What follows belongs to an exercise in optimizing a design on an open flow for small area; a production flow would make more cautious choices.
In this exercise RTL edits were held to simulation tests only and were not proved equivalent to the original.
Power and IR drop assume default switching activity.

==> design.v <==
module MultMan(
  input         clock,
  input         reset,
  input         io_rstn,
  input         io_data_rdy,
  input  [9:0]  io_mult1,
  input  [9:0]  io_mult2,
  output        io_res_rdy,
  output [19:0] io_res
);
  reg [89:0] a;
  reg [89:0] b;
  reg [19:0] res;
  reg v1n, v2, v3n, v4, v5n, v6, v7n, v8, v9n, v10;
  wire clr, clrn;
  ClearDecode u_clr(.reset(reset), .rstn(io_rstn), .clr(clr), .clrn(clrn));
  wire v1n_d, v2_d, v3n_d, v4_d, v5n_d, v6_d, v7n_d, v8_d, v9n_d, v10_d, gn;
  Nand2 u_v1 (.a(io_data_rdy), .b(clrn), .y(v1n_d));
  Nor2  u_v2 (.a(clr), .b(v1n), .y(v2_d));
  Nand2 u_v3 (.a(v2), .b(clrn), .y(v3n_d));
  Nor2  u_v4 (.a(clr), .b(v3n), .y(v4_d));
  Nand2 u_v5 (.a(v4), .b(clrn), .y(v5n_d));
  Nor2  u_v6 (.a(clr), .b(v5n), .y(v6_d));
  Nand2 u_v7 (.a(v6), .b(clrn), .y(v7n_d));
  Nor2  u_v8 (.a(clr), .b(v7n), .y(v8_d));
  Nand2 u_v9 (.a(v8), .b(clrn), .y(v9n_d));
  Nor2  u_v10(.a(clr), .b(v9n), .y(v10_d));
  Inv   u_gn (.a(v10_d), .y(gn));
  wire [19:0] pn, res_d;
  wire pn_0_0;
  Nand2 u_pn_0_0(.a(a[80]), .b(b[80]), .y(pn_0_0));
  wire pn_0_1;
  Nand2 u_pn_0_1(.a(a[80]), .b(b[81]), .y(pn_0_1));
  wire pn_0_2;
  Nand2 u_pn_0_2(.a(a[80]), .b(b[82]), .y(pn_0_2));
  wire pn_0_3;
  Nand2 u_pn_0_3(.a(a[80]), .b(b[83]), .y(pn_0_3));
  wire pn_0_4;
  Nand2 u_pn_0_4(.a(a[80]), .b(b[84]), .y(pn_0_4));
  wire pn_0_5;
  Nand2 u_pn_0_5(.a(a[80]), .b(b[85]), .y(pn_0_5));
  wire pn_0_6;
  Nand2 u_pn_0_6(.a(a[80]), .b(b[86]), .y(pn_0_6));
  wire pn_0_7;
  Nand2 u_pn_0_7(.a(a[80]), .b(b[87]), .y(pn_0_7));
  wire pn_0_8;
  Nand2 u_pn_0_8(.a(a[80]), .b(b[88]), .y(pn_0_8));
  wire pn_0_9;
  Nand2 u_pn_0_9(.a(a[80]), .b(b[89]), .y(pn_0_9));
  wire pn_1_0;
  Nand2 u_pn_1_0(.a(a[81]), .b(b[80]), .y(pn_1_0));
  wire pn_1_1;
  Nand2 u_pn_1_1(.a(a[81]), .b(b[81]), .y(pn_1_1));
  wire pn_1_2;
  Nand2 u_pn_1_2(.a(a[81]), .b(b[82]), .y(pn_1_2));
  wire pn_1_3;
  Nand2 u_pn_1_3(.a(a[81]), .b(b[83]), .y(pn_1_3));
  wire pn_1_4;
  Nand2 u_pn_1_4(.a(a[81]), .b(b[84]), .y(pn_1_4));
  wire pn_1_5;
  Nand2 u_pn_1_5(.a(a[81]), .b(b[85]), .y(pn_1_5));
  wire pn_1_6;
  Nand2 u_pn_1_6(.a(a[81]), .b(b[86]), .y(pn_1_6));
  wire pn_1_7;
  Nand2 u_pn_1_7(.a(a[81]), .b(b[87]), .y(pn_1_7));
  wire pn_1_8;
  Nand2 u_pn_1_8(.a(a[81]), .b(b[88]), .y(pn_1_8));
  wire pn_1_9;
  Nand2 u_pn_1_9(.a(a[81]), .b(b[89]), .y(pn_1_9));
  wire pn_2_0;
  Nand2 u_pn_2_0(.a(a[82]), .b(b[80]), .y(pn_2_0));
  wire pn_2_1;
  Nand2 u_pn_2_1(.a(a[82]), .b(b[81]), .y(pn_2_1));
  wire pn_2_2;
  Nand2 u_pn_2_2(.a(a[82]), .b(b[82]), .y(pn_2_2));
  wire pn_2_3;
  Nand2 u_pn_2_3(.a(a[82]), .b(b[83]), .y(pn_2_3));
  wire pn_2_4;
  Nand2 u_pn_2_4(.a(a[82]), .b(b[84]), .y(pn_2_4));
  wire pn_2_5;
  Nand2 u_pn_2_5(.a(a[82]), .b(b[85]), .y(pn_2_5));
  wire pn_2_6;
  Nand2 u_pn_2_6(.a(a[82]), .b(b[86]), .y(pn_2_6));
  wire pn_2_7;
  Nand2 u_pn_2_7(.a(a[82]), .b(b[87]), .y(pn_2_7));
  wire pn_2_8;
  Nand2 u_pn_2_8(.a(a[82]), .b(b[88]), .y(pn_2_8));
  wire pn_2_9;
  Nand2 u_pn_2_9(.a(a[82]), .b(b[89]), .y(pn_2_9));
  wire pn_3_0;
  Nand2 u_pn_3_0(.a(a[83]), .b(b[80]), .y(pn_3_0));
  wire pn_3_1;
  Nand2 u_pn_3_1(.a(a[83]), .b(b[81]), .y(pn_3_1));
  wire pn_3_2;
  Nand2 u_pn_3_2(.a(a[83]), .b(b[82]), .y(pn_3_2));
  wire pn_3_3;
  Nand2 u_pn_3_3(.a(a[83]), .b(b[83]), .y(pn_3_3));
  wire pn_3_4;
  Nand2 u_pn_3_4(.a(a[83]), .b(b[84]), .y(pn_3_4));
  wire pn_3_5;
  Nand2 u_pn_3_5(.a(a[83]), .b(b[85]), .y(pn_3_5));
  wire pn_3_6;
  Nand2 u_pn_3_6(.a(a[83]), .b(b[86]), .y(pn_3_6));
  wire pn_3_7;
  Nand2 u_pn_3_7(.a(a[83]), .b(b[87]), .y(pn_3_7));
  wire pn_3_8;
  Nand2 u_pn_3_8(.a(a[83]), .b(b[88]), .y(pn_3_8));
  wire pn_3_9;
  Nand2 u_pn_3_9(.a(a[83]), .b(b[89]), .y(pn_3_9));
  wire pn_4_0;
  Nand2 u_pn_4_0(.a(a[84]), .b(b[80]), .y(pn_4_0));
  wire pn_4_1;
  Nand2 u_pn_4_1(.a(a[84]), .b(b[81]), .y(pn_4_1));
  wire pn_4_2;
  Nand2 u_pn_4_2(.a(a[84]), .b(b[82]), .y(pn_4_2));
  wire pn_4_3;
  Nand2 u_pn_4_3(.a(a[84]), .b(b[83]), .y(pn_4_3));
  wire pn_4_4;
  Nand2 u_pn_4_4(.a(a[84]), .b(b[84]), .y(pn_4_4));
  wire pn_4_5;
  Nand2 u_pn_4_5(.a(a[84]), .b(b[85]), .y(pn_4_5));
  wire pn_4_6;
  Nand2 u_pn_4_6(.a(a[84]), .b(b[86]), .y(pn_4_6));
  wire pn_4_7;
  Nand2 u_pn_4_7(.a(a[84]), .b(b[87]), .y(pn_4_7));
  wire pn_4_8;
  Nand2 u_pn_4_8(.a(a[84]), .b(b[88]), .y(pn_4_8));
  wire pn_4_9;
  Nand2 u_pn_4_9(.a(a[84]), .b(b[89]), .y(pn_4_9));
  wire pn_5_0;
  Nand2 u_pn_5_0(.a(a[85]), .b(b[80]), .y(pn_5_0));
  wire pn_5_1;
  Nand2 u_pn_5_1(.a(a[85]), .b(b[81]), .y(pn_5_1));
  wire pn_5_2;
  Nand2 u_pn_5_2(.a(a[85]), .b(b[82]), .y(pn_5_2));
  wire pn_5_3;
  Nand2 u_pn_5_3(.a(a[85]), .b(b[83]), .y(pn_5_3));
  wire pn_5_4;
  Nand2 u_pn_5_4(.a(a[85]), .b(b[84]), .y(pn_5_4));
  wire pn_5_5;
  Nand2 u_pn_5_5(.a(a[85]), .b(b[85]), .y(pn_5_5));
  wire pn_5_6;
  Nand2 u_pn_5_6(.a(a[85]), .b(b[86]), .y(pn_5_6));
  wire pn_5_7;
  Nand2 u_pn_5_7(.a(a[85]), .b(b[87]), .y(pn_5_7));
  wire pn_5_8;
  Nand2 u_pn_5_8(.a(a[85]), .b(b[88]), .y(pn_5_8));
  wire pn_5_9;
  Nand2 u_pn_5_9(.a(a[85]), .b(b[89]), .y(pn_5_9));
  wire pn_6_0;
  Nand2 u_pn_6_0(.a(a[86]), .b(b[80]), .y(pn_6_0));
  wire pn_6_1;
  Nand2 u_pn_6_1(.a(a[86]), .b(b[81]), .y(pn_6_1));
  wire pn_6_2;
  Nand2 u_pn_6_2(.a(a[86]), .b(b[82]), .y(pn_6_2));
  wire pn_6_3;
  Nand2 u_pn_6_3(.a(a[86]), .b(b[83]), .y(pn_6_3));
  wire pn_6_4;
  Nand2 u_pn_6_4(.a(a[86]), .b(b[84]), .y(pn_6_4));
  wire pn_6_5;
  Nand2 u_pn_6_5(.a(a[86]), .b(b[85]), .y(pn_6_5));
  wire pn_6_6;
  Nand2 u_pn_6_6(.a(a[86]), .b(b[86]), .y(pn_6_6));
  wire pn_6_7;
  Nand2 u_pn_6_7(.a(a[86]), .b(b[87]), .y(pn_6_7));
  wire pn_6_8;
  Nand2 u_pn_6_8(.a(a[86]), .b(b[88]), .y(pn_6_8));
  wire pn_6_9;
  Nand2 u_pn_6_9(.a(a[86]), .b(b[89]), .y(pn_6_9));
  wire pn_7_0;
  Nand2 u_pn_7_0(.a(a[87]), .b(b[80]), .y(pn_7_0));
  wire pn_7_1;
  Nand2 u_pn_7_1(.a(a[87]), .b(b[81]), .y(pn_7_1));
  wire pn_7_2;
  Nand2 u_pn_7_2(.a(a[87]), .b(b[82]), .y(pn_7_2));
  wire pn_7_3;
  Nand2 u_pn_7_3(.a(a[87]), .b(b[83]), .y(pn_7_3));
  wire pn_7_4;
  Nand2 u_pn_7_4(.a(a[87]), .b(b[84]), .y(pn_7_4));
  wire pn_7_5;
  Nand2 u_pn_7_5(.a(a[87]), .b(b[85]), .y(pn_7_5));
  wire pn_7_6;
  Nand2 u_pn_7_6(.a(a[87]), .b(b[86]), .y(pn_7_6));
  wire pn_7_7;
  Nand2 u_pn_7_7(.a(a[87]), .b(b[87]), .y(pn_7_7));
  wire pn_7_8;
  Nand2 u_pn_7_8(.a(a[87]), .b(b[88]), .y(pn_7_8));
  wire pn_7_9;
  Nand2 u_pn_7_9(.a(a[87]), .b(b[89]), .y(pn_7_9));
  wire pn_8_0;
  Nand2 u_pn_8_0(.a(a[88]), .b(b[80]), .y(pn_8_0));
  wire pn_8_1;
  Nand2 u_pn_8_1(.a(a[88]), .b(b[81]), .y(pn_8_1));
  wire pn_8_2;
  Nand2 u_pn_8_2(.a(a[88]), .b(b[82]), .y(pn_8_2));
  wire pn_8_3;
  Nand2 u_pn_8_3(.a(a[88]), .b(b[83]), .y(pn_8_3));
  wire pn_8_4;
  Nand2 u_pn_8_4(.a(a[88]), .b(b[84]), .y(pn_8_4));
  wire pn_8_5;
  Nand2 u_pn_8_5(.a(a[88]), .b(b[85]), .y(pn_8_5));
  wire pn_8_6;
  Nand2 u_pn_8_6(.a(a[88]), .b(b[86]), .y(pn_8_6));
  wire pn_8_7;
  Nand2 u_pn_8_7(.a(a[88]), .b(b[87]), .y(pn_8_7));
  wire pn_8_8;
  Nand2 u_pn_8_8(.a(a[88]), .b(b[88]), .y(pn_8_8));
  wire pn_8_9;
  Nand2 u_pn_8_9(.a(a[88]), .b(b[89]), .y(pn_8_9));
  wire pn_9_0;
  Nand2 u_pn_9_0(.a(a[89]), .b(b[80]), .y(pn_9_0));
  wire pn_9_1;
  Nand2 u_pn_9_1(.a(a[89]), .b(b[81]), .y(pn_9_1));
  wire pn_9_2;
  Nand2 u_pn_9_2(.a(a[89]), .b(b[82]), .y(pn_9_2));
  wire pn_9_3;
  Nand2 u_pn_9_3(.a(a[89]), .b(b[83]), .y(pn_9_3));
  wire pn_9_4;
  Nand2 u_pn_9_4(.a(a[89]), .b(b[84]), .y(pn_9_4));
  wire pn_9_5;
  Nand2 u_pn_9_5(.a(a[89]), .b(b[85]), .y(pn_9_5));
  wire pn_9_6;
  Nand2 u_pn_9_6(.a(a[89]), .b(b[86]), .y(pn_9_6));
  wire pn_9_7;
  Nand2 u_pn_9_7(.a(a[89]), .b(b[87]), .y(pn_9_7));
  wire pn_9_8;
  Nand2 u_pn_9_8(.a(a[89]), .b(b[88]), .y(pn_9_8));
  wire pn_9_9;
  Nand2 u_pn_9_9(.a(a[89]), .b(b[89]), .y(pn_9_9));
  wire hsn0;
  Xnor2 u_hsn0(.a(pn_0_1), .b(pn_1_0), .y(hsn0));
  wire hcn0;
  Or2 u_hcn0(.a(pn_0_1), .b(pn_1_0), .y(hcn0));
  wire fsn0, fcn0;
  FullAdd u_fsn0(.a(pn_0_2), .b(pn_1_1), .c(pn_2_0), .s(fsn0), .co(fcn0));
  wire hsn1;
  Xnor2 u_hsn1(.a(hcn0), .b(fsn0), .y(hsn1));
  wire hcn1;
  Or2 u_hcn1(.a(hcn0), .b(fsn0), .y(hcn1));
  wire fsn1, fcn1;
  FullAdd u_fsn1(.a(pn_0_3), .b(pn_1_2), .c(pn_2_1), .s(fsn1), .co(fcn1));
  wire fsn2, fcn2;
  FullAdd u_fsn2(.a(pn_3_0), .b(fcn0), .c(fsn1), .s(fsn2), .co(fcn2));
  wire hsn2;
  Xnor2 u_hsn2(.a(hcn1), .b(fsn2), .y(hsn2));
  wire hcn2;
  Or2 u_hcn2(.a(hcn1), .b(fsn2), .y(hcn2));
  wire fsn3, fcn3;
  FullAdd u_fsn3(.a(pn_0_4), .b(pn_1_3), .c(pn_2_2), .s(fsn3), .co(fcn3));
  wire fsn4, fcn4;
  FullAdd u_fsn4(.a(pn_3_1), .b(pn_4_0), .c(fcn1), .s(fsn4), .co(fcn4));
  wire fsn5, fcn5;
  FullAdd u_fsn5(.a(fsn3), .b(fcn2), .c(fsn4), .s(fsn5), .co(fcn5));
  wire hsn3;
  Xnor2 u_hsn3(.a(hcn2), .b(fsn5), .y(hsn3));
  wire hcn3;
  Or2 u_hcn3(.a(hcn2), .b(fsn5), .y(hcn3));
  wire fsn6, fcn6;
  FullAdd u_fsn6(.a(pn_0_5), .b(pn_1_4), .c(pn_2_3), .s(fsn6), .co(fcn6));
  wire fsn7, fcn7;
  FullAdd u_fsn7(.a(pn_3_2), .b(pn_4_1), .c(pn_5_0), .s(fsn7), .co(fcn7));
  wire fsn8, fcn8;
  FullAdd u_fsn8(.a(fcn3), .b(fsn6), .c(fsn7), .s(fsn8), .co(fcn8));
  wire fsn9, fcn9;
  FullAdd u_fsn9(.a(fcn4), .b(fsn8), .c(fcn5), .s(fsn9), .co(fcn9));
  wire hsn4;
  Xnor2 u_hsn4(.a(hcn3), .b(fsn9), .y(hsn4));
  wire hcn4;
  Or2 u_hcn4(.a(hcn3), .b(fsn9), .y(hcn4));
  wire fsn10, fcn10;
  FullAdd u_fsn10(.a(pn_0_6), .b(pn_1_5), .c(pn_2_4), .s(fsn10), .co(fcn10));
  wire fsn11, fcn11;
  FullAdd u_fsn11(.a(pn_3_3), .b(pn_4_2), .c(pn_5_1), .s(fsn11), .co(fcn11));
  wire fsn12, fcn12;
  FullAdd u_fsn12(.a(pn_6_0), .b(fcn6), .c(fcn7), .s(fsn12), .co(fcn12));
  wire fsn13, fcn13;
  FullAdd u_fsn13(.a(fsn10), .b(fsn11), .c(fcn8), .s(fsn13), .co(fcn13));
  wire fsn14, fcn14;
  FullAdd u_fsn14(.a(fsn12), .b(fsn13), .c(fcn9), .s(fsn14), .co(fcn14));
  wire hsn5;
  Xnor2 u_hsn5(.a(hcn4), .b(fsn14), .y(hsn5));
  wire hcn5;
  Or2 u_hcn5(.a(hcn4), .b(fsn14), .y(hcn5));
  wire fsn15, fcn15;
  FullAdd u_fsn15(.a(pn_0_7), .b(pn_1_6), .c(pn_2_5), .s(fsn15), .co(fcn15));
  wire fsn16, fcn16;
  FullAdd u_fsn16(.a(pn_3_4), .b(pn_4_3), .c(pn_5_2), .s(fsn16), .co(fcn16));
  wire fsn17, fcn17;
  FullAdd u_fsn17(.a(pn_6_1), .b(pn_7_0), .c(fcn10), .s(fsn17), .co(fcn17));
  wire fsn18, fcn18;
  FullAdd u_fsn18(.a(fcn11), .b(fsn15), .c(fsn16), .s(fsn18), .co(fcn18));
  wire fsn19, fcn19;
  FullAdd u_fsn19(.a(fcn12), .b(fsn17), .c(fsn18), .s(fsn19), .co(fcn19));
  wire fsn20, fcn20;
  FullAdd u_fsn20(.a(fcn13), .b(fsn19), .c(fcn14), .s(fsn20), .co(fcn20));
  wire hsn6;
  Xnor2 u_hsn6(.a(hcn5), .b(fsn20), .y(hsn6));
  wire hcn6;
  Or2 u_hcn6(.a(hcn5), .b(fsn20), .y(hcn6));
  wire fsn21, fcn21;
  FullAdd u_fsn21(.a(pn_0_8), .b(pn_1_7), .c(pn_2_6), .s(fsn21), .co(fcn21));
  wire fsn22, fcn22;
  FullAdd u_fsn22(.a(pn_3_5), .b(pn_4_4), .c(pn_5_3), .s(fsn22), .co(fcn22));
  wire fsn23, fcn23;
  FullAdd u_fsn23(.a(pn_6_2), .b(pn_7_1), .c(pn_8_0), .s(fsn23), .co(fcn23));
  wire fsn24, fcn24;
  FullAdd u_fsn24(.a(fcn15), .b(fcn16), .c(fsn21), .s(fsn24), .co(fcn24));
  wire fsn25, fcn25;
  FullAdd u_fsn25(.a(fsn22), .b(fsn23), .c(fcn17), .s(fsn25), .co(fcn25));
  wire fsn26, fcn26;
  FullAdd u_fsn26(.a(fcn18), .b(fsn24), .c(fsn25), .s(fsn26), .co(fcn26));
  wire fsn27, fcn27;
  FullAdd u_fsn27(.a(fcn19), .b(fsn26), .c(fcn20), .s(fsn27), .co(fcn27));
  wire hsn7;
  Xnor2 u_hsn7(.a(hcn6), .b(fsn27), .y(hsn7));
  wire hcn7;
  Or2 u_hcn7(.a(hcn6), .b(fsn27), .y(hcn7));
  wire fsn28, fcn28;
  FullAdd u_fsn28(.a(pn_0_9), .b(pn_1_8), .c(pn_2_7), .s(fsn28), .co(fcn28));
  wire fsn29, fcn29;
  FullAdd u_fsn29(.a(pn_3_6), .b(pn_4_5), .c(pn_5_4), .s(fsn29), .co(fcn29));
  wire fsn30, fcn30;
  FullAdd u_fsn30(.a(pn_6_3), .b(pn_7_2), .c(pn_8_1), .s(fsn30), .co(fcn30));
  wire fsn31, fcn31;
  FullAdd u_fsn31(.a(pn_9_0), .b(fcn21), .c(fcn22), .s(fsn31), .co(fcn31));
  wire fsn32, fcn32;
  FullAdd u_fsn32(.a(fcn23), .b(fsn28), .c(fsn29), .s(fsn32), .co(fcn32));
  wire fsn33, fcn33;
  FullAdd u_fsn33(.a(fsn30), .b(fcn24), .c(fsn31), .s(fsn33), .co(fcn33));
  wire fsn34, fcn34;
  FullAdd u_fsn34(.a(fsn32), .b(fcn25), .c(fsn33), .s(fsn34), .co(fcn34));
  wire fsn35, fcn35;
  FullAdd u_fsn35(.a(fcn26), .b(fsn34), .c(fcn27), .s(fsn35), .co(fcn35));
  wire hsn8;
  Xnor2 u_hsn8(.a(hcn7), .b(fsn35), .y(hsn8));
  wire hcn8;
  Or2 u_hcn8(.a(hcn7), .b(fsn35), .y(hcn8));
  wire fsn36, fcn36;
  FullAdd u_fsn36(.a(pn_1_9), .b(pn_2_8), .c(pn_3_7), .s(fsn36), .co(fcn36));
  wire fsn37, fcn37;
  FullAdd u_fsn37(.a(pn_4_6), .b(pn_5_5), .c(pn_6_4), .s(fsn37), .co(fcn37));
  wire fsn38, fcn38;
  FullAdd u_fsn38(.a(pn_7_3), .b(pn_8_2), .c(pn_9_1), .s(fsn38), .co(fcn38));
  wire fsn39, fcn39;
  FullAdd u_fsn39(.a(fcn28), .b(fcn29), .c(fcn30), .s(fsn39), .co(fcn39));
  wire fsn40, fcn40;
  FullAdd u_fsn40(.a(fsn36), .b(fsn37), .c(fsn38), .s(fsn40), .co(fcn40));
  wire fsn41, fcn41;
  FullAdd u_fsn41(.a(fcn31), .b(fcn32), .c(fsn39), .s(fsn41), .co(fcn41));
  wire fsn42, fcn42;
  FullAdd u_fsn42(.a(fsn40), .b(fcn33), .c(fsn41), .s(fsn42), .co(fcn42));
  wire fsn43, fcn43;
  FullAdd u_fsn43(.a(fcn34), .b(fsn42), .c(fcn35), .s(fsn43), .co(fcn43));
  wire hsn9;
  Xnor2 u_hsn9(.a(hcn8), .b(fsn43), .y(hsn9));
  wire hcn9;
  Or2 u_hcn9(.a(hcn8), .b(fsn43), .y(hcn9));
  wire fsn44, fcn44;
  FullAdd u_fsn44(.a(pn_2_9), .b(pn_3_8), .c(pn_4_7), .s(fsn44), .co(fcn44));
  wire fsn45, fcn45;
  FullAdd u_fsn45(.a(pn_5_6), .b(pn_6_5), .c(pn_7_4), .s(fsn45), .co(fcn45));
  wire fsn46, fcn46;
  FullAdd u_fsn46(.a(pn_8_3), .b(pn_9_2), .c(fcn36), .s(fsn46), .co(fcn46));
  wire fsn47, fcn47;
  FullAdd u_fsn47(.a(fcn37), .b(fcn38), .c(fsn44), .s(fsn47), .co(fcn47));
  wire fsn48, fcn48;
  FullAdd u_fsn48(.a(fsn45), .b(fcn39), .c(fcn40), .s(fsn48), .co(fcn48));
  wire fsn49, fcn49;
  FullAdd u_fsn49(.a(fsn46), .b(fsn47), .c(fcn41), .s(fsn49), .co(fcn49));
  wire fsn50, fcn50;
  FullAdd u_fsn50(.a(fsn48), .b(fsn49), .c(fcn42), .s(fsn50), .co(fcn50));
  wire fsn51, fcn51;
  FullAdd u_fsn51(.a(fsn50), .b(fcn43), .c(hcn9), .s(fsn51), .co(fcn51));
  wire fsn52, fcn52;
  FullAdd u_fsn52(.a(pn_3_9), .b(pn_4_8), .c(pn_5_7), .s(fsn52), .co(fcn52));
  wire fsn53, fcn53;
  FullAdd u_fsn53(.a(pn_6_6), .b(pn_7_5), .c(pn_8_4), .s(fsn53), .co(fcn53));
  wire fsn54, fcn54;
  FullAdd u_fsn54(.a(pn_9_3), .b(fcn44), .c(fcn45), .s(fsn54), .co(fcn54));
  wire fsn55, fcn55;
  FullAdd u_fsn55(.a(fsn52), .b(fsn53), .c(fcn46), .s(fsn55), .co(fcn55));
  wire fsn56, fcn56;
  FullAdd u_fsn56(.a(fcn47), .b(fsn54), .c(fcn48), .s(fsn56), .co(fcn56));
  wire fsn57, fcn57;
  FullAdd u_fsn57(.a(fsn55), .b(fcn49), .c(fsn56), .s(fsn57), .co(fcn57));
  wire fsn58, fcn58;
  FullAdd u_fsn58(.a(fcn50), .b(fsn57), .c(fcn51), .s(fsn58), .co(fcn58));
  wire fsn59, fcn59;
  FullAdd u_fsn59(.a(pn_4_9), .b(pn_5_8), .c(pn_6_7), .s(fsn59), .co(fcn59));
  wire fsn60, fcn60;
  FullAdd u_fsn60(.a(pn_7_6), .b(pn_8_5), .c(pn_9_4), .s(fsn60), .co(fcn60));
  wire fsn61, fcn61;
  FullAdd u_fsn61(.a(fcn52), .b(fcn53), .c(fsn59), .s(fsn61), .co(fcn61));
  wire fsn62, fcn62;
  FullAdd u_fsn62(.a(fsn60), .b(fcn54), .c(fsn61), .s(fsn62), .co(fcn62));
  wire fsn63, fcn63;
  FullAdd u_fsn63(.a(fcn55), .b(fsn62), .c(fcn56), .s(fsn63), .co(fcn63));
  wire fsn64, fcn64;
  FullAdd u_fsn64(.a(fcn57), .b(fsn63), .c(fcn58), .s(fsn64), .co(fcn64));
  wire fsn65, fcn65;
  FullAdd u_fsn65(.a(pn_5_9), .b(pn_6_8), .c(pn_7_7), .s(fsn65), .co(fcn65));
  wire fsn66, fcn66;
  FullAdd u_fsn66(.a(pn_8_6), .b(pn_9_5), .c(fcn59), .s(fsn66), .co(fcn66));
  wire fsn67, fcn67;
  FullAdd u_fsn67(.a(fcn60), .b(fsn65), .c(fcn61), .s(fsn67), .co(fcn67));
  wire fsn68, fcn68;
  FullAdd u_fsn68(.a(fsn66), .b(fcn62), .c(fsn67), .s(fsn68), .co(fcn68));
  wire fsn69, fcn69;
  FullAdd u_fsn69(.a(fsn68), .b(fcn63), .c(fcn64), .s(fsn69), .co(fcn69));
  wire fsn70, fcn70;
  FullAdd u_fsn70(.a(pn_6_9), .b(pn_7_8), .c(pn_8_7), .s(fsn70), .co(fcn70));
  wire fsn71, fcn71;
  FullAdd u_fsn71(.a(pn_9_6), .b(fcn65), .c(fsn70), .s(fsn71), .co(fcn71));
  wire fsn72, fcn72;
  FullAdd u_fsn72(.a(fcn66), .b(fsn71), .c(fcn67), .s(fsn72), .co(fcn72));
  wire fsn73, fcn73;
  FullAdd u_fsn73(.a(fsn72), .b(fcn68), .c(fcn69), .s(fsn73), .co(fcn73));
  wire fsn74, fcn74;
  FullAdd u_fsn74(.a(pn_7_9), .b(pn_8_8), .c(pn_9_7), .s(fsn74), .co(fcn74));
  wire fsn75, fcn75;
  FullAdd u_fsn75(.a(fcn70), .b(fsn74), .c(fcn71), .s(fsn75), .co(fcn75));
  wire fsn76, fcn76;
  FullAdd u_fsn76(.a(fsn75), .b(fcn72), .c(fcn73), .s(fsn76), .co(fcn76));
  wire fsn77, fcn77;
  FullAdd u_fsn77(.a(pn_8_9), .b(pn_9_8), .c(fcn74), .s(fsn77), .co(fcn77));
  wire fsn78, fcn78;
  FullAdd u_fsn78(.a(fsn77), .b(fcn75), .c(fcn76), .s(fsn78), .co(fcn78));
  wire fsn79, fcn79;
  FullAdd u_fsn79(.a(pn_9_9), .b(fcn77), .c(fcn78), .s(fsn79), .co(fcn79));
  assign pn = {fcn79, fsn79, fsn78, fsn76, fsn73, fsn69, fsn64, fsn58, fsn51, hsn9, hsn8, hsn7, hsn6, hsn5, hsn4, hsn3, hsn2, hsn1, hsn0, pn_0_0};
  genvar k;
  generate
    for (k = 0; k < 20; k = k + 1) begin : g_res
      Nor2 u_res(.a(pn[k]), .b(gn), .y(res_d[k]));
    end
  endgenerate
  always @(posedge clock) begin
    a <= {a[79:0], io_mult1};
    b <= {b[79:0], io_mult2};
    v1n <= v1n_d;
    v2  <= v2_d;
    v3n <= v3n_d;
    v4  <= v4_d;
    v5n <= v5n_d;
    v6  <= v6_d;
    v7n <= v7n_d;
    v8  <= v8_d;
    v9n <= v9n_d;
    v10 <= v10_d;
    res <= res_d;
  end
  assign io_res_rdy = v10;
  assign io_res = res;
endmodule
module ClearDecode(
  input  reset,
  input  rstn,
  output clr,
  output clrn
);
  assign clrn = rstn & ~reset;
  assign clr  = ~clrn;
endmodule
module FullAdd(
  input  a,
  input  b,
  input  c,
  output s,
  output co
);
  assign s  = a ^ b ^ c;
  assign co = (a & b) | (c & (a ^ b));
endmodule
module Nand2(input a, input b, output y);
  assign y = ~(a & b);
endmodule
module Nor2(input a, input b, output y);
  assign y = ~(a | b);
endmodule
module Or2(input a, input b, output y);
  assign y = a | b;
endmodule
module Xnor2(input a, input b, output y);
  assign y = ~(a ^ b);
endmodule
module Inv(input a, output y);
  assign y = ~a;
endmodule
==> run.sh <==
#!/bin/bash
# synth_recipe.tcl (not shown) runs the flow's synth.tcl, then flattens the netlist and writes it again
# the make line also repeats each setting of config.mk as NAME=value (left out here)
make -C /OpenROAD-flow-scripts/flow DESIGN_CONFIG=/design/flow/config.mk WORK_HOME=/design/flow/orfs CLKGATE_MAP_FILE= SYNTH_SCRIPT=/design/flow/synth_recipe.tcl finish
==> config.mk <==
export PLATFORM = sky130hd
export DESIGN_NAME = MultMan
export DESIGN_NICKNAME = MultMan
export VERILOG_FILES = /design/flow/design.v
export SDC_FILE = /design/flow/constraint.sdc
export NUM_CORES = 4
export LEC_CHECK = 0
export CAP_MARGIN = 20
export CORE_MARGIN = 2
export CORE_UTILIZATION = 40
export SLEW_MARGIN = 20
export SYNTH_HIERARCHICAL = 1
==> constraint.sdc <==
create_clock -name core_clock -period 8.0 [get_ports {clock}]
set_input_delay 1.6000 -clock core_clock [delete_from_list [all_inputs] [get_ports {clock}]]
set_output_delay 1.6000 -clock core_clock [all_outputs]
set_load 0.01 [all_outputs]
==> results of run 1 <==
[Yosys stat by module, one instance, submodules excluded]
module       flops+latches  cells inside  copies in the design
Xnor2                    0             1                    10
Nor2                     0             1                    25
Inv                      0             1                     1
MultMan                210           210                     1
Nand2                    0             1                   105
FullAdd                  0             1                    80
ClearDecode              0             2                     1
Or2                      0             1                    10
[power groups by stage]
| stage | clock network, mW | registers (mW) | logic [mW] |
|---|---|---|---|
| after floorplan | 0 | 1.13 | 0.328 |
| after global placement | 0 | 1.13 | 0.433 |
| after detailed placement | 0 | 1.13 | 0.442 |
| after CTS | 0.981 | 1.11 | 0.443 |
| after global routing | 1.03 | 1.11 | 0.507 |
| final | 0.947 | 1.11 | 0.432 |
[area by class of cell]
cell class | instances | share of cell area (%)
sequential | 210 | 52.5
multi-input combinational | 232 | 28.2
clock inverter | 8 | 1.05
inverter | 1 | 0.0469
clock buffer | 29 | 7.69
timing repair buffer | 61 | 7.09
tap | 216 | 3.37
[kinds of logic after synthesis]
| group | Yosys count | share of synthesized area, % |
|---|---|---|
| fa+ha+maj | 80 | 24.8 |
| flops | 210 | 65.1 |
| xor+xnor | 10 | 1.36 |
| simple gates | 142 | 8.72 |
| buf+inv | 1 | 0.0581 |
[worst max-delay path: cells and delay by family, from the launching register on]
family | cells | cell delay, ns
flip-flops | 1 | 0.36
adder cells (fa/ha/maj) | 17 | 6.82
AND/OR/NAND/NOR | 3 | 0.39
[metrics by stage]
step           std cells  hold slack, ns  area, um2  setup slack [ns]
2_1_floorplan        443           0.310       6460             0.266
3_3_place_gp         720           0.310       7300            0.0538
3_5_place_dp         720           0.312       7300          -0.00214
4_1_cts              757           0.306       8000           0.00937
5_1_grt              757           0.329       8010            0.0507
6_report             757           0.313       8010             0.291
[layer usage]
| layer | vias to the layer above | GRT usage [%] |
|---|---|---|
| li1 | 1516 | - |
| met1 | 1505 | 14.5 |
| met2 | 62 | 20.2 |
| met3 | 18 | 3.13 |
| met4 | 0 | 3.88 |
| met5 | - | 0 |
[layout by cell type (no fill, tap or decap), drive strengths merged, types with 2 or more instances in the layout]
master and count:
buf 17, clkdlybuf4s50 44, nand2 105, fa 80
nor2 25, clkinv 2, clkbuf 29, xnor2 10
or2 10, dfxtp 210, inv 4, clkinvlp 2
[flip-flops by register name, indices dropped and copies added, names as in the netlist]
name / cells
b: 90
v9n: 1
v3n: 1
v5n: 1
v7n: 1
res: 20
a: 90
v6: 1
v10: 1
v8: 1
v2: 1
v4: 1
v1n: 1
[worst min-delay path by stage]
stage	endpoint	slack [ns]	startpoint	cells after the start
global route	a[40]$_DFF_P_	0.33	a[30]$_DFF_P_	0
global placement	b[16]$_DFF_P_	0.31	b[6]$_DFF_P_	0
finish	b[44]$_DFF_P_	0.31	b[34]$_DFF_P_	0
CTS	b[44]$_DFF_P_	0.31	b[34]$_DFF_P_	0
detailed placement	a[14]$_DFF_P_	0.31	a[4]$_DFF_P_	0
floorplan	a[10]$_DFF_P_	0.31	a[0]$_DFF_P_	0
==> notes.md, run 1 <==
- Top post-synthesis cells by count: dfxtp_1, nand2_1, fa_1
- Slowest CP cell: fa_1
- Metal-1 WL: 4000 um
- Reg clk slew, reported paths: 0.06 ns
- CP Max Fanout: 5
- Fmax: 130 MHz
- DRC Markers: 0
- Clk pwr share: 38.0%
- Post-synthesis register bit count: 210
- Crit path capture type: register
- H-tree Lvls: 1
- EDFF count, synth: 0
- Share of layout cells above drive strength 1: 10.5%
- Largest net degree at the start of global routing: 21
- Number of fill cells: 1374
- Syn_nets: 547
- Num rows: 46
- Synthesis-to-finish area growth: 24.0%
- Post_cts resized: 0
- Number of diodes: 0
- Most frequent CP cell: fa_1
- Worst Path Required: 8.35 ns
- Setup CP Type: reg2reg
- Total clock buffers created by CTS: 21
- Count leader, synth: dfxtp_1
- Die height: 131 um
- Avg Cell Area, Syn: 14.6 um2
- Pleak: 3.07 nW
- Reg-to-reg setup timing slack: 0.29 ns
- RSZ-0062 raised after global routing: no
- Critical Path End: res[18]$_DFF_P_
- Most used DFF post-synth: dfxtp_1
- Final hold vios: 0
- VDD IR-drop max: 0.000194 V
- Worst flop-to-flop path endpoint: res[18]$_DFF_P_
- Register area share after synthesis: 65.1%
- Post-layout minimum cycle time: 7.71 ns
- PD cells: 311 nW/um2
- Unique masters post-synth: 9
- Met2 WL: 4460 um
- Crit. Startpoint: a[80]$_DFF_P_
- Met3 wire len: 459 um
- Drt total wl: 9100 um
- Gate power share: 17.4%
- Outcome: no timing/DRC/antenna violations
- Detailed Routing Iterations Pass 1: 4
- Setup Viol. Count Final: 0
- CTS max path bufs: 3
- Cells after synthesis: 443
- # IOs: 45
- Reg-to-Reg Start: a[80]$_DFF_P_
- MaxCap Viol Count: 0
- Vias per cell: 4.10
- GP Congestion: 0.800
- Worst Setup Start Kind: register
- Sw frac: 23.8%
- Reg area: 4210 um2
- Flop pwr share: 44.6%
- Cell count of the worst reg-to-reg path: 20
- Yosys top cell area share: 65.1%
- Net Switching: 0.592 mW
- CP arrival: 8.06 ns
- CP Cell Sequence: nand2_1, fa_1, fa_1, fa_1, fa_2, fa_2, fa_2, fa_1, fa_1, fa_1, or2_1, fa_1, fa_1, fa_1, fa_1, fa_1, fa_1, fa_1, fa_1, nor2_1
- Overall power: 2.49 mW
- Tot GR Track Use: 11.8%
- Max_slew headroom: 57.1%
- Die Wd: 131 um
- Core area: 15800 um2
- DR top layer: met4
- Synthesized area: 6460 um2
- Final-stage net count: 631
- Starting DRC count in detailed routing: 126
- Worst skew pair latency: 0.48 ns
- Routed via count: 3101
- Int Power: 1.90 mW
- CTS tree: yes
- GRT overflow: 0
- Initial core utilization: 40.8%
- Port buffer count: 44
- First-pass GRT wire length: 15700 um
- Asr flop ratio synth: 0%
- Clk root buf: clkbuf_16
- Largest area contributor in the netlist: dfxtp_1
- Vias in the first global route: 3368
- Setup TNS: 0 ns
- Slew @ Worst Pin: 0.642 ns
- Antenna-violating nets left: 0
- DIE AREA: 17200 um2
- Post-route clock period utilization: 96.4%
- Critical Path Max Stage Delay: 0.49 ns
- Slew Limit Fails: 0
- Final Skew: 0.0153 ns
- HP Class: reg2reg
- Synth warnings: 7
- Num Clock Sinks: 210
- Hold buffers post-CTS: 0
- WL/cell: 12.0 um
- Synth area leaders: dfxtp_1, fa_1, nand2_1, nor2_1, xnor2_1
- Multi-input logic area: 2260 um2
- Antenna violations before repair: 0
- Post-CTS Setup Bufs: 0
- Post-DP HPWL: 6640 um
- Util after Layout: 50.6%
==> inputs of run 2 (changes only) <==
==> flow/run.sh (new file) <==
#!/bin/bash
# Own flow: the standard layout, with the smallest buffer on the ports and
# small clock buffers for the clock tree.
set -euo pipefail
CTS="-sink_clustering_enable -repair_clock_nets -dont_use_dummy_load"
CTS="$CTS -buf_list sky130_fd_sc_hd__clkbuf_4 -root_buf sky130_fd_sc_hd__clkbuf_4"
bash standard.sh \
  "BUFFER_PORTS_ARGS=-buffer_cell sky130_fd_sc_hd__buf_1" \
  "CTS_ARGS=$CTS" \
  finish > standard.log 2>&1
==> standard.sh (new file) <==
#!/bin/bash
# synth_recipe.tcl (not shown) runs the flow's synth.tcl, then flattens the netlist and writes it again
# the make line also repeats each setting of config.mk as NAME=value (left out here)
make -C /OpenROAD-flow-scripts/flow DESIGN_CONFIG=/design/flow/config.mk WORK_HOME=/design/flow/orfs CLKGATE_MAP_FILE= SYNTH_SCRIPT=/design/flow/synth_recipe.tcl "${@:-finish}"
removed: run.sh
==> run 2 against run 1 <==
Compared with the run above:
- still clean
- synthesized cell count stayed put
- via count is 4.6% higher
- worst hold slack worse by 0.045 ns
- count of clock-buffer cells in the layout is 22 higher
- critical path depth stayed put
- register-to-register slack better by 0.02 ns
- global-route usage hardly changed
- non-clock buffer count stayed put
- fmax is 0.26% higher
- worst setup slack better by 0.020 ns
- clock skew is 0.043 ns higher
- critical endpoint unchanged
- largest cell class unchanged
- highest routed layer unchanged
==> notes.md, run 2 <==
- Outcome: no timing/DRC/antenna violations
- Max_slew headroom: 56.2% (-0.94 points)
- Final cell count without fillers: 771 (+1.8%)
- Unique masters post-synth: 9 (unchanged)
- Core area: 15800 um2 (unchanged)
- Number of fill cells: 1435 (+4.4%)
- CTS max path bufs: 3 (unchanged)
- Count leader, synth: dfxtp_1
- Yosys top cell area share: 65.1% (unchanged)
- Synthesis-to-finish area growth: 14.8%
- CP Max Fanout: 5 (unchanged)
- Worst Path Required: 8.47 ns (+0.12 ns)
- CP Cell Sequence: nand2_1, fa_1, fa_1, fa_1, fa_1, fa_1, fa_1, fa_2, fa_2, fa_1, or2_1, fa_1, fa_1, fa_1, fa_1, fa_1, fa_1, fa_1, fa_1, nor2_1
- CP arrival: 8.16 ns (+0.10 ns)
- Most common cell after layout, fill and taps aside: dfxtp_1
- Largest net degree at the start of global routing: 21 (unchanged)
- GP Congestion: 0.799 (about the same)
- Fmax: 130 MHz (+0.26%)
- Top post-synthesis cells by count: dfxtp_1, nand2_1, fa_1
- CTS tree: yes
- DRC Markers: 0 (unchanged)
- Antenna violations before repair: 0 (unchanged)
- Slowest CP cell: fa_1
- Sw frac: 25.1% (+1.3 points)
- Tot GR Track Use: 11.8% (+0.028 points)
- Share of layout cells above drive strength 1: 13.2% (+2.6 points)
- RSZ-0062 raised after global routing: no
- Most frequent CP cell: fa_1
- Asr flop ratio synth: 0% (unchanged)
- Num rows: 46 (unchanged)
- Post-layout minimum cycle time: 7.69 ns (-0.0200 ns)
- MaxCap Viol Count: 0 (unchanged)
- Cells after synthesis: 443 (unchanged)
- HP Class: reg2reg
- Antenna-violating nets left: 0 (unchanged)
- Drt total wl: 9050 um (-0.51%)
- Setup TNS: 0 ns (unchanged)
- Routed via count: 3244 (+4.6%)
- Number of diodes: 0 (unchanged)
- Vias per cell: 4.21 (+2.7%)
- Post-CTS Setup Bufs: 0 (unchanged)
- Reg clk slew, reported paths: 0.06 ns (about the same)
- GRT overflow: 0 (unchanged)
- Die height: 131 um (unchanged)
- Num Clock Sinks: 210 (unchanged)
- VDD IR-drop max: 0.000137 V (-29%)
- Setup Viol. Count Final: 0 (unchanged)
- Final hold vios: 0 (unchanged)
- Critical Path Max Stage Delay: 0.49 ns (about the same)
- Setup CP Type: reg2reg
- Reg area: 4210 um2 (about the same)
- WL/cell: 11.7 um (-2.3%)
- Clk root buf: clkbuf_4
- Detailed Routing Iterations Pass 1: 4 (unchanged)
- Post-route clock period utilization: 96.1% (-0.25 points)
- Die Wd: 131 um (unchanged)
- Post-DP HPWL: 6470 um (-2.5%)
- Clk pwr share: 28.3% (-9.7 points)
- Worst skew pair latency: 0.61 ns (+0.13 ns)
- Syn_nets: 547 (unchanged)
- Most frequent cells in the layout: dfxtp_1, nand2_1, fa_1, clkbuf_4, buf_1
- Crit path capture type: register
- Worst Setup Start Kind: register
- # IOs: 45 (unchanged)
- Slew Limit Fails: 0 (unchanged)
- Gate power share: 19.9% (+2.5 points)
- Slew @ Worst Pin: 0.656 ns (+0.0141 ns)
- Total clock buffers created by CTS: 51 (+140%)
- Synthesized area: 6460 um2 (unchanged)
- Post_cts resized: 0 (unchanged)
- Avg Cell Area, Syn: 14.6 um2 (unchanged)
- Worst Path Buf+Inv: 0 (unchanged)
- Synth warnings: 7 (unchanged)
- Flop pwr share: 51.9% (+7.3 points)
- Register area share after synthesis: 65.1% (unchanged)
- Final Skew: 0.0583 ns (+0.0430 ns)
- DIE AREA: 17200 um2 (unchanged)
- Most used DFF post-synth: dfxtp_1
- Net Switching: 0.537 mW (-9.3%)
- PD cells: 289 nW/um2 (-7.1%)
- H-tree Lvls: 2 (+1)
- Largest registers: a (90), b (90), res (20)
- Pleak: 2.85 nW (-7.0%)
- Cells after DPL: 720 (unchanged)
- Overall power: 2.14 mW (-14%)
- Multi-input logic area: 2260 um2 (-0.11%)
- CP delay by family, top: adder cells
- Initial core utilization: 40.8% (unchanged)
- Hold buffers post-CTS: 0 (unchanged)
- Int Power: 1.60 mW (-15%)
- First-pass GRT wire length: 15500 um (-1.5%)
- Final hold slack: 0.268 ns (-0.0454 ns)
- Final-stage net count: 661 (+4.8%)
- Starting DRC count in detailed routing: 49 (-61%)
- Vias in the first global route: 3511 (+4.2%)
- EDFF count, synth: 0 (unchanged)
- Largest area contributor in the netlist: dfxtp_1
- Post-synthesis register bit count: 210 (unchanged)
- Synth area leaders: dfxtp_1, fa_1, nand2_1, nor2_1, xnor2_1
- Port buffer count: 44 (unchanged)
## run 2: cell counts after synthesis
No cell type changed its count.
## run 2: cell type report
type                       count  area share (%)
sequential                   210            56.7
inverter                       1          0.0506
multi-input combinational    232            30.5
clock buffer                  51            5.16
timing repair buffer          61            3.95
tap                          216            3.64
## run 2: per-module statistics from Yosys (local to each module, per instance)
| module | times used | cells inside | flops+latches | area (um2) |
|---|---|---|---|---|
| Xnor2 | 10 | 1 | 0 | 8.76 |
| FullAdd | 80 | 1 | 0 | 20.0 |
| ClearDecode | 1 | 2 | 0 | 12.5 |
| Nor2 | 25 | 1 | 0 | 3.75 |
| MultMan | 1 | 210 | 210 | 4200 |
| Or2 | 10 | 1 | 0 | 6.26 |
| Nand2 | 105 | 1 | 0 | 3.75 |
| Inv | 1 | 1 | 0 | 3.75 |
## run 2: metal layers
layer / share of wire, % / wire, um / vias to the layer above / track usage (%)
li1: - / - / 1571 / -
met1: 41 / 3670 / 1554 / 13.0
met2: 49 / 4460 / 99 / 19.7
met3: 7.2 / 651 / 20 / 4.38
met4: 3.0 / 270 / 0 / 6.63
met5: 0 / 0 / - / 0
## run 2: cells by family (layout without fill, tap and decap cells)
kind of cell	after synthesis	after routing	synth area share (%)
and+or+nand+nor	142	142	8.72
buffers and inverters	1	113	0.0581
xor gates and xnor gates	10	10	1.36
adders and majority gates	80	80	24.8
DFF	210	210	65.1
## run 2: power by group through the flow
stage / clock network, mW / logic, mW / registers (mW)
after floorplan: 0 / 0.328 / 1.13
final: 0.606 / 0.425 / 1.11
after CTS: 0.651 / 0.436 / 1.11
after detailed placement: 0 / 0.435 / 1.13
after global routing: 0.701 / 0.508 / 1.11
after global placement: 0 / 0.424 / 1.13
## run 2: per-stage QoR
stage | utilization, % | worst slack (ns) | instance area, um2
2_1_floorplan | - | 0.266 | 6460
3_3_place_gp | 44.4 | 0.0743 | 7020
3_5_place_dp | 44.4 | 0.0263 | 7020
4_1_cts | 46.8 | 0.0489 | 7410
5_1_grt | 46.9 | 0.0244 | 7420
6_report | 46.9 | 0.311 | 7420
## run 2: path summary, 6_finish.rpt
check | start | to | slack, ns | cells after the start
worst max-delay path | a[80]$_DFF_P_ | res[18]$_DFF_P_ | 0.31 | 20
worst min-delay path | a[8]$_DFF_P_ | a[18]$_DFF_P_ | 0.27 | 0
worst max register to register | a[80]$_DFF_P_ | res[18]$_DFF_P_ | 0.31 | 20
worst min register to register | a[8]$_DFF_P_ | a[18]$_DFF_P_ | 0.27 | 0
==> inputs of run 3 (changes only) <==
--- a/flow/run.sh
+++ b/flow/run.sh
@@ -5,3 +5,4 @@
 CTS="-sink_clustering_enable -repair_clock_nets -dont_use_dummy_load"
-CTS="$CTS -buf_list sky130_fd_sc_hd__clkbuf_4 -root_buf sky130_fd_sc_hd__clkbuf_4"
+CTS="$CTS -buf_list sky130_fd_sc_hd__clkbuf_8 -root_buf sky130_fd_sc_hd__clkbuf_8"
+CTS="$CTS -sink_clustering_size 22 -sink_clustering_max_diameter 50"
 bash standard.sh \
--- a/config.mk
+++ b/config.mk
@@ -10,2 +10,3 @@
 export CORE_UTILIZATION = 40
+export GPL_TIMING_DRIVEN = 0
 export SLEW_MARGIN = 20
==> run 3 against run 2 <==
Compared with the run above:
- non-clock buffer count fell by 10
- global-route usage fell by 0.66 points
- combinational power fell by 5.6%
- worst hold slack improved by 0.031 ns
- critical endpoint unchanged
==> notes.md, run 3 <==
- Outcome: no timing/DRC/antenna violations
- Post-synthesis register bit count: 210 (unchanged)
- Final hold vios: 0 (unchanged)
- Number of diodes: 0 (unchanged)
- Max_slew headroom: 55.8% (-0.40 points)
- Antenna violations before repair: 0 (unchanged)
- GRT overflow: 0 (unchanged)
- Pleak: 2.69 nW (-5.6%)
- Port buffer count: 44 (unchanged)
- PD cells: 276 nW/um2 (-4.6%)
- Most common cell after layout, fill and taps aside: dfxtp_1
- HP Class: reg2reg
- Detailed Routing Iterations Pass 1: 4 (unchanged)
- Cells after synthesis: 443 (unchanged)
- Fmax: 130 MHz (+0.24%)
- CP arrival: 8.01 ns (-0.15 ns)
- Syn_nets: 547 (unchanged)
- Post-DP HPWL: 5980 um (-7.6%)
- WL/cell: 11.9 um (+1.0%)
- GP Congestion: 0.817 (+2.3%)
- Most frequent cells in the layout: dfxtp_1, nand2_1, fa_1, buf_1, nor2_1
- Num Clock Sinks: 210 (unchanged)
- Tot GR Track Use: 11.1% (-0.66 points)
- MaxCap Viol Count: 0 (unchanged)
- Final cell count without fillers: 727 (-5.7%)
- CTS max path bufs: 3 (unchanged)
- Synth warnings: 7 (unchanged)
- DIE AREA: 17200 um2 (unchanged)
- Yosys top cell area share: 65.1% (unchanged)
- Worst Path Required: 8.34 ns (-0.13 ns)
- Reg-to-Reg Start: b[83]$_DFF_P_
- Register area share after synthesis: 65.1% (unchanged)
- Vias in the first global route: 3160 (-10%)
- Worst Hold Launch: b[16]$_DFF_P_
- Most used DFF post-synth: dfxtp_1
- Crit. Startpoint: b[83]$_DFF_P_
- Reg-to-reg setup timing slack: 0.33 ns (+0.02 ns)
- First-pass GRT wire length: 14800 um (-4.3%)
- Starting DRC count in detailed routing: 125 (+160%)
- Initial core utilization: 40.8% (unchanged)
- CP delay by family, top: adder cells
- Unique masters post-synth: 9 (unchanged)
- Final-stage net count: 617 (-6.7%)
- Worst Setup Start Kind: register
- Count leader, synth: dfxtp_1
- Largest registers: a (90), b (90), res (20)
- Crit path capture type: register
- Drt total wl: 8620 um (-4.8%)
- Post-layout minimum cycle time: 7.67 ns (-0.0186 ns)
- Die height: 131 um (unchanged)
- Reg clk slew, reported paths: 0.11 ns (+0.05 ns)
- EDFF count, synth: 0 (unchanged)
- Top post-synthesis cells by count: dfxtp_1, nand2_1, fa_1
- Worst Path Buf+Inv: 0 (unchanged)
- Cell count of the worst reg-to-reg path: 20 (unchanged)
- Num rows: 46 (unchanged)
- Cells after DPL: 703 (-2.4%)
- Largest area contributor in the netlist: dfxtp_1
- Slew @ Worst Pin: 0.662 ns (+0.00594 ns)
- Die Wd: 131 um (unchanged)
- Largest net degree at the start of global routing: 23 (+9.5%)
- Post-route clock period utilization: 95.9% (-0.23 points)
- Core area: 15800 um2 (unchanged)
- Slew Limit Fails: 0 (unchanged)
- Clk root buf: clkbuf_8
- Antenna-violating nets left: 0 (unchanged)
- CP Max Fanout: 2 (-3)
- VDD IR-drop max: 0.000165 V (+20%)
- Routed via count: 3011 (-7.2%)
- Most frequent CP cell: fa_1
- Avg Cell Area, Syn: 14.6 um2 (unchanged)
- Vias per cell: 4.14 (-1.6%)
- Number of fill cells: 1424 (-0.77%)
- H-tree Lvls: 1 (-1)
- Setup Viol. Count Final: 0 (unchanged)
- Critical Path Max Stage Delay: 0.50 ns (about the same)
- CP Cell Sequence: nand2_1, fa_2, fa_1, fa_2, fa_1, fa_1, fa_1, fa_2, fa_1, fa_1, or2_1, fa_1, fa_2, fa_2, fa_2, fa_1, fa_1, fa_1, fa_1, nor2_1
- Hold Path Sink: b[26]$_DFF_P_
- # IOs: 45 (unchanged)
- Synthesis-to-finish area growth: 11.9%
- Setup CP Type: reg2reg
- Synth area leaders: dfxtp_1, fa_1, nand2_1, nor2_1, xnor2_1
- Hold buffers post-CTS: 0 (unchanged)
- RSZ-0062 raised after global routing: no
- Asr flop ratio synth: 0% (unchanged)
- Synthesized area: 6460 um2 (unchanged)
- Worst Hold Depth: 0 (unchanged)
- CTS tree: yes
- Overall power: 1.99 mW (-7.0%)
- Total clock buffers created by CTS: 17 (-67%)
- Final Skew: 0.0628 ns (+0.00449 ns)
- DRC Markers: 0 (unchanged)
- Slowest CP cell: fa_1
- Worst skew pair latency: 0.50 ns (-0.11 ns)
- Share of layout cells above drive strength 1: 8.22% (-4.9 points)
- Worst flop-to-flop path endpoint: res[18]$_DFF_P_
-- run 3: where the power goes --
part	leakage [nW]	switching, mW	internal [mW]	total, mW
Combinational	0.804	0.194	0.207	0.401
Clock	0.122	0.285	0.191	0.476
Sequential	1.76	0.0225	1.09	1.12
Total	2.69	0.502	1.49	1.99
-- run 3: Yosys stat by module (local to each module, per instance) --
module	cells	flip-flops and latches	times used	cell area, um2
ClearDecode	2	0	1	12.5
Nor2	1	0	25	3.75
MultMan	210	210	1	4200
Xnor2	1	0	10	8.76
Inv	1	0	1	3.75
Nand2	1	0	105	3.75
FullAdd	1	0	80	20.0
Or2	1	0	10	6.26
-- run 3: what timing repair did --
item / in CTS / in global routing
endpoints found under the setup margin: 2 / 2
pin swaps: 0 / 1
gates resized for setup: 18 / 7
setup buffers: 7 / 0
-- run 3: worst max path at each step --
| stage | to | slack, ns | depth (start not counted) |
|---|---|---|---|
| after floorplan | res[18]$_DFF_P_ | 0.27 | 20 |
| after global placement | res[18]$_DFF_P_ | -0.22 | 20 |
| after detailed placement | res[18]$_DFF_P_ | -0.28 | 20 |
| after CTS | res[18]$_DFF_P_ | 0.006 | 20 |
| after global routing | res[18]$_DFF_P_ | 0.01 | 19 |
| final | res[18]$_DFF_P_ | 0.33 | 20 |
-- run 3: layout make-up --
| type | instances | area, um2 | area share (%) |
|---|---|---|---|
| inverter | 1 | 3.75 | 0.0519 |
| tap | 216 | 270 | 3.74 |
| timing repair buffer | 51 | 218 | 3.01 |
| sequential | 210 | 4240 | 58.6 |
| multi-input combinational | 232 | 2270 | 31.4 |
| clock buffer | 17 | 234 | 3.24 |
-- run 3: kinds of logic (layout without fill, tap and decap cells) --
logic type / Yosys count / count (layout) / share of synthesized area [%]
adders and majority gates: 80 / 80 / 24.8
buffers and inverters: 1 / 69 / 0.0581
and+or+nand+nor: 142 / 142 / 8.72
DFF: 210 / 210 / 65.1
xor gates and xnor gates: 10 / 10 / 1.36
-- run 3: metal layers --
metal | part of all wire (%) | up-vias | routed length (um) | global-route usage, %
met5 | 0 | - | 0 | 0
met4 | 3.6 | 0 | 314 | 4.57
met1 | 44 | 1439 | 3780 | 13.8
li1 | - | 1468 | - | -
met2 | 47 | 74 | 4020 | 18.3
met3 | 5.8 | 30 | 501 | 3.33
-- run 3: through the flow --
step / hold slack [ns] / setup TNS [ns] / cell area, um2 / utilization, % / worst slack [ns]
2_1_floorplan: 0.310 / 0 / 6460 / - / 0.266
3_3_place_gp: 0.310 / -0.293 / 6900 / 43.6 / -0.222
3_5_place_dp: 0.312 / -0.407 / 6900 / 43.6 / -0.283
4_1_cts: 0.302 / 0 / 7210 / 45.6 / 0.00635
5_1_grt: 0.295 / 0 / 7230 / 45.7 / 0.00984
6_report: 0.299 / 0 / 7230 / 45.7 / 0.330
==> inputs of run 4 (changes only) <==
--- a/flow/run.sh
+++ b/flow/run.sh
@@ -5,4 +5,4 @@
 CTS="-sink_clustering_enable -repair_clock_nets -dont_use_dummy_load"
-CTS="$CTS -buf_list sky130_fd_sc_hd__clkbuf_8 -root_buf sky130_fd_sc_hd__clkbuf_8"
-CTS="$CTS -sink_clustering_size 22 -sink_clustering_max_diameter 50"
+CTS="$CTS -buf_list sky130_fd_sc_hd__clkbuf_16 -root_buf sky130_fd_sc_hd__clkbuf_16"
+CTS="$CTS -sink_clustering_size 40 -sink_clustering_max_diameter 70"
 bash standard.sh \
==> run 4 against run 3 <==
Compared with the run above:
- synthesized cell count unchanged
- sequential share of layout area down 0.48 points
- area after synthesis unchanged
- fmax down 0.66%
- worst hold slack worse by 0.070 ns
- critical path depth unchanged
- via count down 1.7%
- wire length down 0.89%
- sequential cell count unchanged
- clock skew up 0.042 ns
==> notes.md, run 4 <==
- Yosys top cell area share: 65.1% (unchanged)
- DRC Markers: 0 (unchanged)
- Number of fill cells: 1422 (-0.14%)
- Pleak: 2.71 nW (+0.78%)
- Tot GR Track Use: 11.1% (-0.054 points)
- Vias in the first global route: 3128 (-1.0%)
- Hold Path Sink: b[70]$_DFF_P_
- GRT overflow: 0 (unchanged)
- CP Cell Sequence: nand2_1, fa_2, fa_1, fa_2, fa_1, fa_1, fa_1, fa_2, fa_1, fa_1, or2_1, fa_1, fa_2, fa_1, fa_2, fa_1, fa_1, fa_2, fa_1, nor2_1
- H-tree Lvls: 1 (unchanged)
- Asr flop ratio synth: 0% (unchanged)
- Num Clock Sinks: 210 (unchanged)
- Setup TNS: 0 ns (unchanged)
- EDFF count, synth: 0 (unchanged)
- MaxCap Viol Count: 0 (unchanged)
- Starting DRC count in detailed routing: 152 (+22%)
- Post-route clock period utilization: 96.5% (+0.64 points)
- Reg clk slew, reported paths: 0.12 ns (about the same)
- WL/cell: 11.8 um (about the same)
- PD cells: 284 nW/um2 (+3.0%)
- Worst Hold Launch: b[60]$_DFF_P_
- Top post-synthesis cells by count: dfxtp_1, nand2_1, fa_1
- Final-stage net count: 611 (-0.97%)
- Worst Path Buf+Inv: 0 (unchanged)
- Setup CP Type: reg2reg
- Number of diodes: 0 (unchanged)
- Hold buffers post-CTS: 0 (unchanged)
- Crit path capture type: register
- CP delay by family, top: adder cells
- Largest registers: a (90), b (90), res (20)
- Antenna violations before repair: 0 (unchanged)
- Die height: 131 um (unchanged)
- Crit path depth: 20 (unchanged)
- DIE AREA: 17200 um2 (unchanged)
- Cell count of the worst reg-to-reg path: 20 (unchanged)
- Synthesis-to-finish area growth: 12.8%
- Worst Hold Depth: 0 (unchanged)
- Avg Cell Area, Syn: 14.6 um2 (unchanged)
- Num rows: 46 (unchanged)
- GP Congestion: 0.817 (unchanged)
- First-pass GRT wire length: 14700 um (-0.65%)
- Syn_nets: 547 (unchanged)
- CP arrival: 8.02 ns (about the same)
- Antenna-violating nets left: 0 (unchanged)
- Slew Limit Fails: 0 (unchanged)
- Synthesized area: 6460 um2 (unchanged)
- Slew @ Worst Pin: 0.655 ns (-0.00740 ns)
- Worst Setup Start Kind: register
- Vias per cell: 4.10 (-0.91%)
- RSZ-0062 raised after global routing: no
- Synth warnings: 7 (unchanged)
- Routed via count: 2959 (-1.7%)
- Worst setup margin: 0.279 ns (-0.0512 ns)
- Clk root buf: clkbuf_16
- # IOs: 45 (unchanged)
- VDD IR-drop max: 0.000189 V (+15%)
- Reg-to-reg setup timing slack: 0.28 ns (-0.05 ns)
- Drt total wl: 8540 um (-0.89%)
- Largest net degree at the start of global routing: 41 (+78%)
- Worst flop-to-flop path endpoint: res[18]$_DFF_P_
- Detailed Routing Iterations Pass 1: 4 (unchanged)
- CTS tree: yes
- Die Wd: 131 um (unchanged)
- Core area: 15800 um2 (unchanged)
- Critical Path Max Stage Delay: 0.51 ns (about the same)
- Outcome: no timing/DRC/antenna violations
- Initial core utilization: 40.8% (unchanged)
- Share of layout cells above drive strength 1: 7.33% (-0.89 points)
- Largest area contributor in the netlist: dfxtp_1
- Fmax: 130 MHz (-0.66%)
- Worst Path Required: 8.30 ns (-0.04 ns)
- Register area share after synthesis: 65.1% (unchanged)
- Most frequent CP cell: fa_1
- Most frequent cells in the layout: dfxtp_1, nand2_1, fa_1, buf_1, nor2_1
- Synth area leaders: dfxtp_1, fa_1, nand2_1, nor2_1, xnor2_1
- Total clock buffers created by CTS: 12 (-5)
- Post-layout minimum cycle time: 7.72 ns (+0.0512 ns)
- Post-DP HPWL: 5980 um (unchanged)
- CP Max Fanout: 2 (unchanged)
- Pre-CTS setup slack: -0.283 ns (unchanged)
- Port buffer count: 44 (unchanged)
- Most common cell after layout, fill and taps aside: dfxtp_1
- Worst skew pair latency: 0.49 ns (about the same)
- Max_slew headroom: 56.3% (+0.49 points)
- Final Skew: 0.105 ns (+0.0425 ns)
- Slowest CP cell: fa_1
- Setup Viol. Count Final: 0 (unchanged)
- Final hold vios: 0 (unchanged)
- CTS max path bufs: 3 (unchanged)
- Most used DFF post-synth: dfxtp_1
- Post-synthesis register bit count: 210 (unchanged)
- HP Class: reg2reg
- Unique masters post-synth: 9 (unchanged)
- Count leader, synth: dfxtp_1
- Reg-to-Reg Start: b[83]$_DFF_P_
- Cells after synthesis: 443 (unchanged)
[run 4: cell count changes in the layout (fill, tap and decap cells not counted)]
cell and change:
dfxtp_4 -1, buf_4 -1, dfxtp_1 -1, clkbuf_8 -17
clkbuf_16 +12, dfxtp_2 +2
[run 4: final cells by class]
cell class	count	area [um2]	share of cell area, %
inverter	1	3.75	0.0515
sequential	210	4230	58.1
clock buffer	12	300	4.12
tap	216	270	3.71
timing repair buffer	50	210	2.88
multi-input combinational	232	2270	31.1
[run 4: metrics by stage]
stage	utilization (%)	cells	power, mW	hold WS, ns	area [um2]
after floorplan	-	443	1.46	0.310	6460
after global placement	43.6	703	1.53	0.310	6900
after CTS	46.0	721	2.11	0.226	7270
after detailed placement	43.6	703	1.54	0.312	6900
after global routing	46.0	721	2.23	0.225	7290
final	46.0	721	2.07	0.229	7290
[run 4: cells by family after synthesis]
family                   count (synthesis)  synth area share (%)
buffers and inverters                    1                0.0581
adder cells (fa/ha/maj)                 80                  24.8
AND/OR/NAND/NOR                        142                  8.72
XOR/XNOR                                10                  1.36
flip-flops                             210                  65.1
[run 4: worst max-delay path by stage]
stage	from	endpoint
floorplan	a[80]$_DFF_P_	res[18]$_DFF_P_
global placement	b[83]$_DFF_P_	res[18]$_DFF_P_
detailed placement	a[80]$_DFF_P_	res[18]$_DFF_P_
CTS	b[83]$_DFF_P_	res[18]$_DFF_P_
global route	a[81]$_DFF_P_	res[18]$_DFF_P_
finish	b[83]$_DFF_P_	res[18]$_DFF_P_
[run 4: modules after synthesis, one instance, submodules excluded, excerpt]
module       cell area (um2)  cells  flops+latches
ClearDecode             12.5      2              0
FullAdd                 20.0      1              0
Inv                     3.75      1              0
MultMan                 4200    210            210
Nand2                   3.75      1              0
Or2                     6.26      1              0
Xnor2                   8.76      1              0
[run 4: repair_timing]
item | 4_1_cts | 5_1_grt
setup buffers | 6 | 0
endpoints found under the setup margin | 2 | 2
hold endpoints to repair | 0 | 0
pin swaps | 0 | 1
resized for setup | 18 | 7
[run 4: power breakdown]
part,switching [mW],internal [mW]
combinational,0.192,0.205
clock,0.287,0.268
sequential,0.0230,1.09
total,0.502,1.57
[run 4: routing by layer]
| layer | share of wire [%] | GRT usage, % | wire [um] | vias to the layer above |
|---|---|---|---|---|
| met4 | 3.5 | 4.44 | 295 | 0 |
| li1 | - | - | - | 1458 |
| met5 | 0 | 0 | 0 | - |
| met3 | 4.3 | 2.68 | 370 | 20 |
| met1 | 45 | 13.9 | 3880 | 1421 |
| met2 | 47 | 18.6 | 3990 | 60 |
[run 4: worst reg2reg max path, cell delays in order (launching register included)]
cell and delay, ns:
dfxtp_4 0.37, nand2_1 0.08, fa_2 0.39, fa_1 0.51, fa_2 0.36, fa_1 0.39, fa_1 0.40, fa_1 0.40
fa_2 0.36, fa_1 0.39, fa_1 0.47, or2_1 0.26, fa_1 0.39, fa_2 0.35, fa_1 0.40, fa_2 0.35
fa_1 0.39, fa_1 0.40, fa_2 0.35, fa_1 0.48, nor2_1 0.04

-- static timing again, ports no longer ideal --
Ports are ideal in the flow. The routed layouts listed here were re-timed in OpenROAD. Step 1 sets driving cells, clkbuf_16 on the clock port and buf_2 on the other inputs (assumed; they add their load-dependent delay and slew). Step 2 adds t to the input delays and takes it off the output delays; t is the mean of the earliest and latest rising clock arrival at the registers after step 1. Input paths then give back, and output paths get back, about the clock's delay inside the block. a / b / c = ideal / step 1 / step 2; a / b = the first two.
run | shift t [ns] | setup slack, ns | worst setup path after step 2 | worst slew at a driven data input, ns
run 1 | 0.516 | 0.291 / 0.291 / 0.291 | register to register | 0.03
run 2 | 0.607 | 0.311 / 0.311 / 0.311 | register to register | 0.03
run 3 | 0.506 | 0.330 / 0.330 / 0.330 | register to register | 0.03
run 4 | 0.478 | 0.279 / 0.279 / 0.279 | register to register | 0.03
After both steps every run listed still meets setup and hold.
